Context: an optimization exercise on an open-source flow, tuned for small area. The choices shown serve that exercise and are no tape-out recipe.
Only simulation tests tie the RTL to the original design; equivalence was not proved.
The clock port is modelled as an ideal driver, which makes a skipped or thinned clock tree look cheaper than it is; a real chip needs a root buffer or a tree.
No activity file was given, so power comes from the tool's default toggle rates.

## build 91
Design UART_FIFO_Top, start of the top module:
module UART_FIFO_Top #(
    parameter DATA_WIDTH = 8,
    parameter FIFO_DEPTH = 16,
    parameter ADDR_WIDTH = 4
)(
    input clk,
    input rst,
    input en,
    input push_in,
    input pop_in,
    input [DATA_WIDTH-1:0] din,
    input [3:0] threshold,
    output [DATA_WIDTH-1:0] dout,
    output empty,
    output full,
    output overrun,
    output underrun,
    output thr_trigger
);
reg [DATA_WIDTH-1:0] mem [0:FIFO_DEPTH-1];    
reg [ADDR_WIDTH-1:0] cnt;                     
reg empty_t, full_t, overrun_t, underrun_t, thr_t;
wire push_in_n, pop_in_n, push, pop;
fifo_inv  u_pshn (.a(push_in), .y(push_in_n));
fifo_inv  u_popn (.a(pop_in),  .y(pop_in_n));
fifo_nor2 u_push (.a(push_in_n), .b(full_t),  .y(push));
fifo_nor2 u_pop  (.a(pop_in_n),  .b(empty_t), .y(pop));
always @(posedge clk) begin
    if (push) begin
        mem[0] <= din;
        for (int i = 1; i < FIFO_DEPTH; i++)
            mem[i] <= mem[i-1];
    end
end
wire [ADDR_WIDTH-1:0] cnt_n;
wire [FIFO_DEPTH-1:0] hit;
genvar g;
generate
    for (g = 0; g < ADDR_WIDTH; g = g + 1) begin : g_cnt_n
        fifo_inv u (.a(cnt[g]), .y(cnt_n[g]));
    end
endgenerate
fifo_dec4 u_dec (.a(cnt), .a_n(cnt_n), .y(hit));
wire [FIFO_DEPTH-1:0] sel = {hit[0], hit[FIFO_DEPTH-1:1]};
generate
    for (g = 0; g < DATA_WIDTH; g = g + 1) begin : g_rd
        wire [FIFO_DEPTH-1:0] col;
        for (genvar k = 0; k < FIFO_DEPTH; k = k + 1) begin : g_col
            assign col[k] = mem[k][g];
        end
        fifo_mux16 u_mux (.s(sel), .d(col), .y(dout[g]));
    end
endgenerate
wire mv;
fifo_xor2 u_mv (.a(push), .b(pop), .y(mv));
wire e0, e1_n, e2, t1_n, t2, t3_n;
  ...
Settings: LEC_CHECK=0, CAP_MARGIN=20, CORE_MARGIN=2, CORE_UTILIZATION=40, SLEW_MARGIN=20, SYNTH_HIERARCHICAL=1; clock period 5.0 ns.
standard.sh (not shown) runs the stock make flow with config.mk's settings and CLKGATE_MAP_FILE= SYNTH_SCRIPT=/design/flow/synth_recipe.tcl, a recipe that flattens the netlist after the stock synthesis.
==> flow/flow/run.sh <==
#!/bin/bash
# The standard ORFS layout (the standard.sh), with three changes:
#  - the smallest buffer (buf_1) on each input and output port instead of
#    buffer_ports' default choice;
#  - after the floorplan, flow/downsize.tcl sets every combinational cell to
#    the smallest drive strength of its kind (placement's repair_design then
#    fixes any slew or capacitance this breaks);
#  - the clock tree is built by flow/cts_hook.tcl (a root clkbuf_8 feeding
#    CTS_NLEAF clkbuf_4 leaves over k-means clusters of the flip-flops)
#    instead of TritonCTS; the rest of ORFS's CTS step runs unchanged.
set -euo pipefail
export CTS_NLEAF=17
export CTS_LEAF_BUF=sky130_fd_sc_hd__clkinv_2
export CTS_ROOT_BUF=sky130_fd_sc_hd__clkinv_4
export CTS_NROOT=2
bash standard.sh \
  "BUFFER_PORTS_ARGS=-buffer_cell sky130_fd_sc_hd__buf_1" \
  "POST_FLOORPLAN_TCL=$(pwd)/flow/downsize.tcl" \
  "PRE_CTS_TCL=$(pwd)/flow/cts_hook.tcl" \
  finish > standard.log 2>&1
==> flow/flow/cts_hook.tcl <==
# Clock tree built here in place of TritonCTS. The flip-flops are split into
# CTS_NLEAF clusters of about equal size by k-means on their placed
# positions, each driven by one leaf cell (CTS_LEAF_BUF) at its centre. The
# leaves are split by x into CTS_NROOT groups, each driven by one root cell
# (CTS_ROOT_BUF) at the centre of its leaves; the root cells are the only
# cells the clock port feeds. With inverters for both, every flip-flop sees
# the clock through exactly two inversions. ORFS's cts.tcl then legalizes
# and repairs timing as usual.
rename clock_tree_synthesis my_orig_clock_tree_synthesis
proc clock_tree_synthesis {args} {
  set nleaf [expr {[info exists ::env(CTS_NLEAF)] ? $::env(CTS_NLEAF) : 12}]
  set leaf_master_name [expr {[info exists ::env(CTS_LEAF_BUF)] ? $::env(CTS_LEAF_BUF) : "sky130_fd_sc_hd__clkbuf_4"}]
  set root_master_name [expr {[info exists ::env(CTS_ROOT_BUF)] ? $::env(CTS_ROOT_BUF) : "sky130_fd_sc_hd__clkbuf_8"}]
  set db [ord::get_db]
  set block [ord::get_db_block]
  set leaf_master [$db findMaster $leaf_master_name]
  set root_master [$db findMaster $root_master_name]
  set clk_net [$block findNet clk]
  # sinks: every instance pin on the clock net
  set sinks {}
  foreach it [$clk_net getITerms] {
    set inst [$it getInst]
    set bb [$inst getBBox]
    set x [expr {([$bb xMin] + [$bb xMax]) / 2.0}]
    set y [expr {([$bb yMin] + [$bb yMax]) / 2.0}]
    lappend sinks [list $it $x $y]
  }
  set n [llength $sinks]
  puts "custom CTS: $n sinks, $nleaf leaves"
  # k-means with a size cap: seed centres along a sorted order, then iterate
  set sorted [lsort -real -index 1 $sinks]
  set cx {}; set cy {}
  for {set k 0} {$k < $nleaf} {incr k} {
    set s [lindex $sorted [expr {int(($k + 0.5) * $n / $nleaf)}]]
    lappend cx [lindex $s 1]; lappend cy [lindex $s 2]
  }
  set capx [expr {[info exists ::env(CTS_CAP_SLACK)] ? $::env(CTS_CAP_SLACK) : 0}]
  set cap [expr {int(ceil(double($n) / $nleaf)) + $capx}]
  for {set iter 0} {$iter < 30} {incr iter} {
    # capacitated assignment: greedily by distance over all sink-centre pairs
    set pairs {}
    for {set i 0} {$i < $n} {incr i} {
      set s [lindex $sinks $i]
      for {set k 0} {$k < $nleaf} {incr k} {
        set d [expr {abs([lindex $s 1] - [lindex $cx $k]) + abs([lindex $s 2] - [lindex $cy $k])}]
        lappend pairs [list $d $i $k]
      }
    }
    set pairs [lsort -real -index 0 $pairs]
    set assign [lrepeat $n -1]
    set count [lrepeat $nleaf 0]
    set left $n
    foreach p $pairs {
      lassign $p d i k
      if {[lindex $assign $i] >= 0} continue
      if {[lindex $count $k] >= $cap} continue
      lset assign $i $k
      lset count $k [expr {[lindex $count $k] + 1}]
      incr left -1
      if {$left == 0} break
    }
    set sx [lrepeat $nleaf 0.0]; set sy [lrepeat $nleaf 0.0]
    for {set i 0} {$i < $n} {incr i} {
      set k [lindex $assign $i]
      set s [lindex $sinks $i]
      lset sx $k [expr {[lindex $sx $k] + [lindex $s 1]}]
      lset sy $k [expr {[lindex $sy $k] + [lindex $s 2]}]
    }
    for {set k 0} {$k < $nleaf} {incr k} {
      set c [lindex $count $k]
      if {$c > 0} {
        lset cx $k [expr {[lindex $sx $k] / $c}]
        lset cy $k [expr {[lindex $sy $k] / $c}]
      }
    }
  }
  puts "custom CTS: cluster sizes $count"
  proc my_pin {inst dir} {
    foreach it [$inst getITerms] {
      if {$dir eq "INPUT" && [$it isInputSignal]} { return $it }
      if {$dir eq "OUTPUT" && [$it isOutputSignal]} { return $it }
    }
    error "no $dir pin on [$inst getName]"
  }
  # leaves, split into nroot groups of about equal size by x; each group has
  # its own root buffer at the centre of its leaves, fed by the clock port
  set nroot [expr {[info exists ::env(CTS_NROOT)] ? $::env(CTS_NROOT) : 1}]
  set order {}
  for {set k 0} {$k < $nleaf} {incr k} { lappend order [list $k [lindex $cx $k]] }
  set order [lsort -real -index 1 $order]
  set leaf_nets {}
  for {set k 0} {$k < $nleaf} {incr k} { lappend leaf_nets {} }
  set roots {}
  for {set r 0} {$r < $nroot} {incr r} {
    set lo [expr {$r * $nleaf / $nroot}]
    set hi [expr {($r + 1) * $nleaf / $nroot}]
    set rx 0.0; set ry 0.0
    for {set j $lo} {$j < $hi} {incr j} {
      set k [lindex [lindex $order $j] 0]
      set rx [expr {$rx + [lindex $cx $k]}]; set ry [expr {$ry + [lindex $cy $k]}]
    }
    set rx [expr {int($rx / ($hi - $lo))}]; set ry [expr {int($ry / ($hi - $lo))}]
    set root [odb::dbInst_create $block $root_master clkbuf_root_$r]
    $root setLocation $rx $ry
    $root setPlacementStatus PLACED
    set root_net [odb::dbNet_create $block clknet_root_$r]
    $root_net setSigType CLOCK
    [my_pin $root OUTPUT] connect $root_net
    lappend roots $root
    for {set j $lo} {$j < $hi} {incr j} {
      set k [lindex [lindex $order $j] 0]
      set b [odb::dbInst_create $block $leaf_master clkbuf_leaf_$k]
      $b setLocation [expr {int([lindex $cx $k])}] [expr {int([lindex $cy $k])}]
      $b setPlacementStatus PLACED
      set ln [odb::dbNet_create $block clknet_leaf_$k]
      $ln setSigType CLOCK
      [my_pin $b INPUT] connect $root_net
      [my_pin $b OUTPUT] connect $ln
      lset leaf_nets $k $ln
    }
  }
  for {set i 0} {$i < $n} {incr i} {
    set it [lindex [lindex $sinks $i] 0]
    $it disconnect
    $it connect [lindex $leaf_nets [lindex $assign $i]]
  }
  foreach root $roots { [my_pin $root INPUT] connect $clk_net }
  $clk_net setSigType CLOCK
  puts "custom CTS: done"
}
Other scripts of this flow, unchanged in this note and not shown: flow/flow/downsize.tcl
### build 91 -> build 38
--- a/flow/flow/run.sh
+++ b/flow/flow/run.sh
@@ -12 +12 @@
-export CTS_NLEAF=17
+export CTS_NLEAF=16
--- a/flow/flow/cts_hook.tcl
+++ b/flow/flow/cts_hook.tcl
@@ -37,2 +37 @@
-  set capx [expr {[info exists ::env(CTS_CAP_SLACK)] ? $::env(CTS_CAP_SLACK) : 0}]
-  set cap [expr {int(ceil(double($n) / $nleaf)) + $capx}]
+  set cap [expr {int(ceil(double($n) / $nleaf))}]
Build 38 finished all stages; the layout is clean. Comparing build 38 and build 91, ratio of final minimum period to clock period is lower on build 91. As far as register fraction of the total cell area is concerned, build 91 and build 38 perform about the same. When the final numbers for build 38 and build 91 were put side by side, the share of power burned in the clock network turned out to be greater in build 38.
Input-level comparison between build 52 and build 38:
--- a/flow/flow/run.sh
+++ b/flow/flow/run.sh
@@ -15,0 +16 @@
+export CTS_CAP_SLACK=1
--- a/flow/flow/cts_hook.tcl
+++ b/flow/flow/cts_hook.tcl
@@ -37 +37,2 @@
-  set cap [expr {int(ceil(double($n) / $nleaf))}]
+  set capx [expr {[info exists ::env(CTS_CAP_SLACK)] ? $::env(CTS_CAP_SLACK) : 0}]
+  set cap [expr {int(ceil(double($n) / $nleaf)) + $capx}]
==> run summary <==
Build 52: PASS, flow complete, no timing, DRC or antenna violations. Going from build 38 to build 52, routed length on met2 rose 1.1%, final area roughly the same. Power spent charging and discharging nets: build 52 lower than build 38. Going from build 38 to build 52, worst setup slack shrinks by 4.8 ps. Build 52 against build 38: worst-margin pin slew shows an increase of 17 ps, clock power share shrank by 0.3 points. Hold-fix buffer count after cts: build 52 vs build 38 — no meaningful difference.
The following lists how build 83 was set up differently from build 52:
--- a/flow/flow/run.sh
+++ b/flow/flow/run.sh
@@ -8,3 +8,4 @@
-#  - the clock tree is built by flow/cts_hook.tcl (a root clkbuf_8 feeding
-#    CTS_NLEAF clkbuf_4 leaves over k-means clusters of the flip-flops)
-#    instead of TritonCTS; the rest of ORFS's CTS step runs unchanged.
+#  - the clock tree is built by flow/cts_hook.tcl instead of TritonCTS: the
+#    clock port feeds two clkinv_4 roots, each feeding eight clkinv_2 leaves
+#    over k-means clusters of the flip-flops (two inversions to every
+#    flip-flop); the rest of ORFS's CTS step runs unchanged.
- Build 83 closes out successfully: all stages finished, all timing, DRC and antenna checks passed.
- Build 83 -> build 52: total count of hold-check failures in the final report delta 0, exact match
- Taking build 52 as the reference, in build 83 cell area after placement roughly the same; proportion of power drawn by the clock network comparable; share of the final layout cell area in multi-input gates closely matched the old numbers.
[inputs] build 25 vs build 83
- changing CAP_MARGIN from 20 to 0
- changing SLEW_MARGIN from 20 to 0
### Flow results
Build 25 went all the way through synthesis, placement and routing and the layout is clean on timing, DRC and antenna.
Compound-gate portion of the synthesized area came out exactly the same in build 25 and build 83.
Max-slew headroom at the worst pin: build 83 vs build 25 identical
Power across build 25 and build 83: no real change.
Diff build 83..build 25 | sequential area share after synthesis | unchanged
On met3 routing resource usage after global routing, build 25 and build 83 are basically level.
Diff build 83 -> build 25: share of the clock period used by the worst path after layout saw little to no change; critical path depth saw little to no change.
[inputs] build 98 vs build 25
- CAP_MARGIN changed from 0 to 20
- SLEW_MARGIN changed from 0 to 20
--- a/flow/flow/run.sh
+++ b/flow/flow/run.sh
@@ -8,4 +8,3 @@
-#  - the clock tree is built by flow/cts_hook.tcl instead of TritonCTS: the
-#    clock port feeds two clkinv_4 roots, each feeding eight clkinv_2 leaves
-#    over k-means clusters of the flip-flops (two inversions to every
-#    flip-flop); the rest of ORFS's CTS step runs unchanged.
+#  - the clock tree is built by flow/cts_hook.tcl (a root clkbuf_8 feeding
+#    CTS_NLEAF clkbuf_4 leaves over k-means clusters of the flip-flops)
+#    instead of TritonCTS; the rest of ORFS's CTS step runs unchanged.
@@ -15,3 +14,2 @@
-export CTS_ROOT_BUF=sky130_fd_sc_hd__clkinv_4
-export CTS_NROOT=2
-export CTS_CAP_SLACK=1
+export CTS_ROOT_BUF=sky130_fd_sc_hd__clkinv_2
+export CTS_NROOT=4
--- a/flow/flow/cts_hook.tcl
+++ b/flow/flow/cts_hook.tcl
@@ -37,2 +37 @@
-  set capx [expr {[info exists ::env(CTS_CAP_SLACK)] ? $::env(CTS_CAP_SLACK) : 0}]
-  set cap [expr {int(ceil(double($n) / $nleaf)) + $capx}]
+  set cap [expr {int(ceil(double($n) / $nleaf))}]
Notes after the runs:
- Build 98 was carried through to the last stage, and its layout satisfied the timing, design-rule and antenna checks.
- On area of all placed cells without fillers, build 25 tracks build 98 almost exactly.
- Taking build 25 as the reference, in build 98 fraction of area in registers now sits at about the same level; worst setup slack shows an increase of 28 ps.
- Met3 wire length, build 98 vs build 25: up slightly
- Worst-skew pair later-pin latency, build 98 and build 25: larger value in build 98
In every run of this note, the design's own scripts or RTL, not TritonCTS, make the clock network.

separate check: timing with driven ports:
Ports are ideal in the flow. The routed layouts listed here were re-timed in OpenROAD.
Step 1: set_driving_cell puts a clkbuf_16 on clk and a buf_2 on each other input, an assumption about the parent block.
Step 2 also shifts input and output timing later by t, the mid clock arrival at the registers, as if the neighbouring blocks saw the same clock.
a / b / c = ideal / step 1 / step 2; a / b = the first two.
| run | t, ns | setup WS [ns] | clock arrival spread, ns |
|---|---|---|---|
| build 91 | 0.297 | 1.666 / 1.608 / 1.905 | 0.042 / 0.042 |
| build 38 | 0.298 | 1.646 / 1.590 / 1.888 | 0.044 / 0.043 |
| build 52 | 0.290 | 1.641 / 1.583 / 1.873 | 0.040 / 0.040 |
| build 83 | 0.290 | 1.641 / 1.583 / 1.873 | 0.040 / 0.040 |
| build 25 | 0.290 | 1.641 / 1.583 / 1.873 | 0.040 / 0.040 |
| build 98 | 0.307 | 1.669 / 1.604 / 1.912 | 0.055 / 0.055 |
After both steps setup and hold are still met in every run listed.
